This is an optimization exercise on Yosys and OpenROAD, whose aim is small area, not a production implementation.
The RTL was checked by simulation tests, not by an equivalence proof against the original design.
The flow treats the clock pin as an ideal source, which a real chip does not have.
Power and IR drop assume default switching activity.

== job 4421 ==
==> flow/design.v <==
`timescale 1ns / 1ps
`default_nettype none
module dmi_jtag (
    input  logic i_clk,
    input  logic i_tms,
    input  logic i_td,
    output logic o_td
);
    localparam logic [3:0] EXIT2_DR = 4'h0, EXIT1_DR = 4'h1, SHIFT_DR = 4'h2,
        PAUSE_DR = 4'h3, SELECT_IR = 4'h7, UPDATE_DR = 4'h4, CAPTURE_DR = 4'h6,
        SELECT_DR = 4'h5, EXIT2_IR = 4'h8, EXIT1_IR = 4'h9, SHIFT_IR = 4'hA,
        PAUSE_IR = 4'hB, RUN_IDLE = 4'hC, UPDATE_IR = 4'hD, CAPTURE_IR = 4'hE,
        TEST_RESET = 4'hF;
    logic [3:0] state, next_state;
    logic [31:0] sr;       
    logic [40:0] dmi;      
    logic ia, ib;          
    logic err;             
    logic tdo;
    always_comb begin
        case (state)
            TEST_RESET: next_state = i_tms ? TEST_RESET : RUN_IDLE;
            RUN_IDLE:   next_state = i_tms ? SELECT_DR  : RUN_IDLE;
            SELECT_DR:  next_state = i_tms ? SELECT_IR  : CAPTURE_DR;
            CAPTURE_DR: next_state = i_tms ? EXIT1_DR   : SHIFT_DR;
            SHIFT_DR:   next_state = i_tms ? EXIT1_DR   : SHIFT_DR;
            EXIT1_DR:   next_state = i_tms ? UPDATE_DR  : PAUSE_DR;
            PAUSE_DR:   next_state = i_tms ? EXIT2_DR   : PAUSE_DR;
            EXIT2_DR:   next_state = i_tms ? UPDATE_DR  : SHIFT_DR;
            UPDATE_DR:  next_state = i_tms ? SELECT_DR  : RUN_IDLE;
            SELECT_IR:  next_state = i_tms ? TEST_RESET : CAPTURE_IR;
            CAPTURE_IR: next_state = i_tms ? EXIT1_IR   : SHIFT_IR;
            SHIFT_IR:   next_state = i_tms ? EXIT1_IR   : SHIFT_IR;
            EXIT1_IR:   next_state = i_tms ? UPDATE_IR  : PAUSE_IR;
            PAUSE_IR:   next_state = i_tms ? EXIT2_IR   : PAUSE_IR;
            EXIT2_IR:   next_state = i_tms ? UPDATE_IR  : SHIFT_IR;
            default:    next_state = i_tms ? SELECT_DR  : RUN_IDLE;  
        endcase
    end
    always_ff @(posedge i_clk)
        state <= next_state;
    wire tlr    = (state == TEST_RESET);
    wire cap_dr = (state == CAPTURE_DR);
    wire cap_ir = (state == CAPTURE_IR);
    wire sh_dr  = (state == SHIFT_DR);
    wire sh_ir  = (state == SHIFT_IR);
    wire upd_dr = (state == UPDATE_DR);
    wire upd_ir = (state == UPDATE_IR);
    wire sel_id    = ia & ~ib;
    wire sel_dtmcs = ~ia & ib;
    wire sel_dmi   = ia & ib;
    logic s_sh, s_hold, d_sh, d_hold;
    dmi_jtag_ctrl u_ctrl (
        .sh_dr(sh_dr), .sh_ir(sh_ir), .cap_dr(cap_dr), .cap_ir(cap_ir),
        .tlr(tlr), .sel_dmi(sel_dmi),
        .s_sh(s_sh), .s_hold(s_hold), .d_sh(d_sh), .d_hold(d_hold)
    );
    wire ld_ir = cap_ir;
    wire ld_dt = cap_dr & sel_dtmcs;
    logic [31:0] ld;
    always_comb begin
        ld = '0;
        ld[27] = ld_ir;
        ld[29] = ld_ir;
        ld[10] = ld_dt & err;
        ld[18] = ld_dt;
        ld[22] = ld_dt;
        ld[23] = ld_dt;
        ld[24] = ld_dt;
        ld[28] = ld_dt;
    end
    wire s_in = i_td ^ (sel_id & ~state[3]);   
    always_ff @(posedge i_clk)
        sr <= ld | ({32{s_sh}} & {s_in, sr[31:1]}) | ({32{s_hold}} & sr);
    always_ff @(posedge i_clk)
        dmi <= ({41{d_sh}} & {i_td, dmi[40:1]}) | ({41{d_hold}} & dmi);
    wire ir_z = ~(sr[28] | sr[29] | sr[30]);
    always_ff @(posedge i_clk) begin
        if (tlr) begin
            ia <= 1'b1;
            ib <= 1'b0;
        end else if (upd_ir) begin
            ia <= ir_z & sr[27];
            ib <= ir_z & sr[31];
        end
    end
    always_ff @(negedge i_clk) begin
        if (tlr)
            err <= 1'b0;
        else if (upd_dr) begin
            if (sel_dtmcs && (sr[15] || sr[14]))
                err <= 1'b0;
            else if (sel_dmi)
                err <= 1'b1;
        end
    end
    always_ff @(negedge i_clk)
        tdo <= (sh_ir & sr[27]) |
               (sh_dr & sel_id & ~sr[0]) |
               (sh_dr & sel_dtmcs & sr[0]) |
               (sh_dr & sel_dmi & dmi[0]);
    assign o_td = tdo;
endmodule
module dmi_jtag_ctrl (
    input  logic sh_dr, sh_ir, cap_dr, cap_ir, tlr, sel_dmi,
    output logic s_sh, s_hold, d_sh, d_hold
);
    assign s_sh   = sh_dr | sh_ir;
    assign s_hold = ~(sh_dr | sh_ir | cap_dr | cap_ir);
    assign d_sh   = sh_dr & sel_dmi;
    assign d_hold = ~(tlr | (sh_dr & sel_dmi));
endmodule
==> flow/config.mk <==
export PLATFORM = sky130hd
export DESIGN_NAME = dmi_jtag
export DESIGN_NICKNAME = dmi_jtag
export VERILOG_FILES = /design/flow/design.v
export SDC_FILE = /design/flow/constraint.sdc
export NUM_CORES = 4
export LEC_CHECK = 0
export ABC_AREA = 0
export CAP_MARGIN = 0
export CORE_MARGIN = 2
export CORE_UTILIZATION = 40
export CTS_BUF_LIST = sky130_fd_sc_hd__clkbuf_8
export SLEW_MARGIN = 0
export SYNTH_HIERARCHICAL = 1
export SYNTH_MINIMUM_KEEP_SIZE = 0
export CTS_ARGS = -sink_clustering_enable -repair_clock_nets -dont_use_dummy_load -buf_list sky130_fd_sc_hd__clkbuf_8
export POST_CTS_TCL = /design/flow/flow/post_cts.tcl
export BUFFER_PORTS_ARGS = -buffer_cell sky130_fd_sc_hd__buf_1
==> flow/constraint.sdc <==
create_clock -name core_clock -period 8.0 [get_ports {i_clk}]
set_input_delay 1.6000 -clock core_clock [delete_from_list [all_inputs] [get_ports {i_clk}]]
set_output_delay 1.6000 -clock core_clock [all_outputs]
set_load 0.01 [all_outputs]
standard.sh (not shown) runs the stock make flow with config.mk's settings and CLKGATE_MAP_FILE= SYNTH_SCRIPT=/design/flow/synth_recipe.tcl, a recipe that flattens the netlist after the stock synthesis.
==> flow/flow/run.sh <==
#!/bin/bash
# The standard layout (standard.sh) with these changes:
# - clock tree synthesis inserts no dummy loads;
# - after it, flow/post_cts.tcl downsizes the clock buffers (keeping clock
#   pin slews under 118 ps) and the logic cells (keeping timing met and no
#   slew/cap/fanout violations), see flow/area_recover.tcl;
# - ports are buffered with buf_1.
# All tool output goes to standard.log and ORFS's own logs under orfs/logs.
set -euo pipefail
here=$(pwd)
cat >> config.mk <<EOC
export CTS_ARGS = -sink_clustering_enable -repair_clock_nets -dont_use_dummy_load -buf_list sky130_fd_sc_hd__clkbuf_8
export POST_CTS_TCL = $here/flow/post_cts.tcl
export BUFFER_PORTS_ARGS = -buffer_cell sky130_fd_sc_hd__buf_1
EOC
bash standard.sh > standard.log 2>&1
==> flow/flow/area_recover.tcl <==
# Area recovery: swap each logic cell for the smallest cell of the same
# function (another drive strength) that keeps the design free of max
# slew, capacitance and fanout violations, with setup and hold slack at
# least the margins below (in seconds; placement-estimated parasitics).
set ::ar_setup_margin 0.8e-9
set ::ar_hold_margin 0.1e-9

proc ar_ok {} {
  estimate_parasitics -placement
  if { [sta::max_slew_violation_count] > 0 } { return 0 }
  if { [sta::max_capacitance_violation_count] > 0 } { return 0 }
  if { [sta::max_fanout_violation_count] > 0 } { return 0 }
  if { [sta::worst_slack_cmd max] < $::ar_setup_margin } { return 0 }
  if { [sta::worst_slack_cmd min] < $::ar_hold_margin } { return 0 }
  return 1
}

set dont_use {}
if { [info exists ::env(DONT_USE_CELLS)] } { set dont_use $::env(DONT_USE_CELLS) }
set saved 0.0
set ok0 [ar_ok]
puts "area recover: start ok=$ok0 slew [sta::max_slew_violation_count] cap [sta::max_capacitance_violation_count] fanout [sta::max_fanout_violation_count] setup [sta::worst_slack_cmd max] hold [sta::worst_slack_cmd min]"
if { $ok0 } {
  foreach inst [get_cells *] {
    set ref [get_property $inst ref_name]
    if { ![regexp {^(sky130_fd_sc_hd__[a-z0-9]+)_([0-9]+)$} $ref -> base drive] } { continue }
    if { [regexp {clk|df|dl|tap|fill|decap|conb} $base] } { continue }
    set cur_area [get_property [get_lib_cells */$ref] area]
    set cands {}
    foreach lc [get_lib_cells */${base}_*] {
      set n [get_property $lc name]
      if { ![regexp "^${base}_\[0-9\]+\$" $n] } { continue }
      if { [lsearch -exact $dont_use $n] >= 0 } { continue }
      set a [get_property $lc area]
      if { $a < $cur_area - 1e-6 } { lappend cands [list $a $n] }
    }
    foreach c [lsort -real -index 0 $cands] {
      set n [lindex $c 1]
      replace_cell $inst $n
      if { [ar_ok] } {
        set saved [expr { $saved + $cur_area - [lindex $c 0] }]
        puts "area recover: [get_full_name $inst] $ref -> $n"
        break
      }
      replace_cell $inst $ref
    }
  }
  estimate_parasitics -placement
}
puts "area recover: saved $saved um2"
==> flow/flow/post_cts.tcl <==
set slew_target 0.118
set sizes {sky130_fd_sc_hd__clkbuf_1 sky130_fd_sc_hd__clkbuf_2 sky130_fd_sc_hd__clkbuf_4 sky130_fd_sc_hd__clkbuf_8 sky130_fd_sc_hd__clkbuf_16}

proc worst_clk_slew {} {
  set mx 0.0
  foreach pin [get_pins -hierarchical */CLK] {
    foreach p {slew_max_rise slew_max_fall} {
      set s [get_property $pin $p]
      if { $s > $mx } { set mx $s }
    }
  }
  return $mx
}

estimate_parasitics -placement
puts "clock resize: worst clock pin slew before [worst_clk_slew]"
set bufs {}
foreach inst [get_cells *] {
  set ref [get_property $inst ref_name]
  if { [string match "sky130_fd_sc_hd__clkbuf_*" $ref] } { lappend bufs [get_full_name $inst] }
}
set bufs [lsort -decreasing $bufs]
foreach b $bufs {
  set orig [get_property [get_cells $b] ref_name]
  foreach m $sizes {
    if { $m eq $orig } { break }
    replace_cell [get_cells $b] $m
    estimate_parasitics -placement
    if { [worst_clk_slew] <= $slew_target } {
      break
    }
    replace_cell [get_cells $b] $orig
  }
  puts "clock resize: $b $orig -> [get_property [get_cells $b] ref_name]"
}
estimate_parasitics -placement
puts "clock resize: worst clock pin slew after [worst_clk_slew]"
source [file join [file dirname [info script]] area_recover.tcl]
detailed_placement
estimate_parasitics -placement
Having completed the whole flow, job 4421 delivered a layout that passed the timing, DRC and antenna checks.
#### Input delta (job 4818 over job 4421)
- putting PLACE_DENSITY at 0.8 where nothing was set
- swapping 40 for 70 in CORE_UTILIZATION
diff --git a/flow/flow/area_recover.tcl b/flow/flow/area_recover.tcl
--- a/flow/flow/area_recover.tcl
+++ b/flow/flow/area_recover.tcl
@@ -25,2 +25,4 @@
     set ref [get_property $inst ref_name]
+    # clock tree buffers are sized by post_cts.tcl
+    if { [string match "clkbuf_*" [get_full_name $inst]] } { continue }
     if { ![regexp {^(sky130_fd_sc_hd__[a-z0-9]+)_([0-9]+)$} $ref -> base drive] } { continue }
diff --git a/flow/flow/post_cts.tcl b/flow/flow/post_cts.tcl
--- a/flow/flow/post_cts.tcl
+++ b/flow/flow/post_cts.tcl
@@ -1,3 +1,3 @@
 set slew_target 0.118
-set sizes {sky130_fd_sc_hd__clkbuf_1 sky130_fd_sc_hd__clkbuf_2 sky130_fd_sc_hd__clkbuf_4 sky130_fd_sc_hd__clkbuf_8 sky130_fd_sc_hd__clkbuf_16}
+set sizes {sky130_fd_sc_hd__clkbuf_1 sky130_fd_sc_hd__clkbuf_2 sky130_fd_sc_hd__clkbuf_4 sky130_fd_sc_hd__buf_4 sky130_fd_sc_hd__buf_6 sky130_fd_sc_hd__clkbuf_8 sky130_fd_sc_hd__clkbuf_16}
 
@@ -19,3 +19,3 @@
   set ref [get_property $inst ref_name]
-  if { [string match "sky130_fd_sc_hd__clkbuf_*" $ref] } { lappend bufs [get_full_name $inst] }
+  if { [string match "clkbuf_*" [get_full_name $inst]] } { lappend bufs [get_full_name $inst] }
 }
## What came out
Multi-input gate share of total cell area was lower in the run labelled job 4421.
Job 4818 vs. job 4421: data arrival time at the worst-slack endpoint went down by 0.02 ns.
The share of total power in sequential cells number comes out lower for job 4421 vs job 4818.
Edits applied to the flow inputs when going from job 4818 to job 6291:
- a change of PLACE_DENSITY from 0.8 to 0.92
- a change of CORE_UTILIZATION from 70 to 85
diff --git a/flow/flow/area_recover.tcl b/flow/flow/area_recover.tcl
--- a/flow/flow/area_recover.tcl
+++ b/flow/flow/area_recover.tcl
@@ -25,4 +25,2 @@
     set ref [get_property $inst ref_name]
-    # clock tree buffers are sized by post_cts.tcl
-    if { [string match "clkbuf_*" [get_full_name $inst]] } { continue }
     if { ![regexp {^(sky130_fd_sc_hd__[a-z0-9]+)_([0-9]+)$} $ref -> base drive] } { continue }
diff --git a/flow/flow/post_cts.tcl b/flow/flow/post_cts.tcl
--- a/flow/flow/post_cts.tcl
+++ b/flow/flow/post_cts.tcl
@@ -1,3 +1,3 @@
 set slew_target 0.118
-set sizes {sky130_fd_sc_hd__clkbuf_1 sky130_fd_sc_hd__clkbuf_2 sky130_fd_sc_hd__clkbuf_4 sky130_fd_sc_hd__buf_4 sky130_fd_sc_hd__buf_6 sky130_fd_sc_hd__clkbuf_8 sky130_fd_sc_hd__clkbuf_16}
+set sizes {sky130_fd_sc_hd__clkbuf_1 sky130_fd_sc_hd__clkbuf_2 sky130_fd_sc_hd__clkbuf_4 sky130_fd_sc_hd__clkbuf_8 sky130_fd_sc_hd__clkbuf_16}
 
@@ -19,3 +19,3 @@
   set ref [get_property $inst ref_name]
-  if { [string match "clkbuf_*" [get_full_name $inst]] } { lappend bufs [get_full_name $inst] }
+  if { [string match "sky130_fd_sc_hd__clkbuf_*" $ref] } { lappend bufs [get_full_name $inst] }
 }
### Flow results
Job 6291 ended up with a lower standard-cell row count than job 4818 did. Comparing job 6291 and job 4818, share of power burned in combinational logic is higher on job 6291. The height of the chip in job 4818 is 1.10 times that in job 6291. Diff job 6291 and job 4818: net switching power higher in job 6291. Job 4818 -> job 6291: number of instances in the synthesized netlist delta 0, exact match.
What job 8280 does differently from job 6291 at the input level:
- changing PLACE_DENSITY from 0.92 to 0.65
- changing CORE_UTILIZATION from 85 to 55
[summary]
Cell area ends up higher on job 8280.
Latest clock arrival within the worst-skew pair was lower in job 8280 than in job 6291.
Summary — worst path setup slack after routing, job 8280 relative to job 6291: higher, by 0.10 ns.
Compared with job 6291, in job 8280 simple logic cell fraction of the synthesized area about even, fraction of layout cells with a size suffix above 1 went up 0.46 points.
Job 6291 -> job 8280: buffers plus inverters on the worst setup path delta 0, exact match
Job 8280 vs job 6291: non-filler instance count after layout up
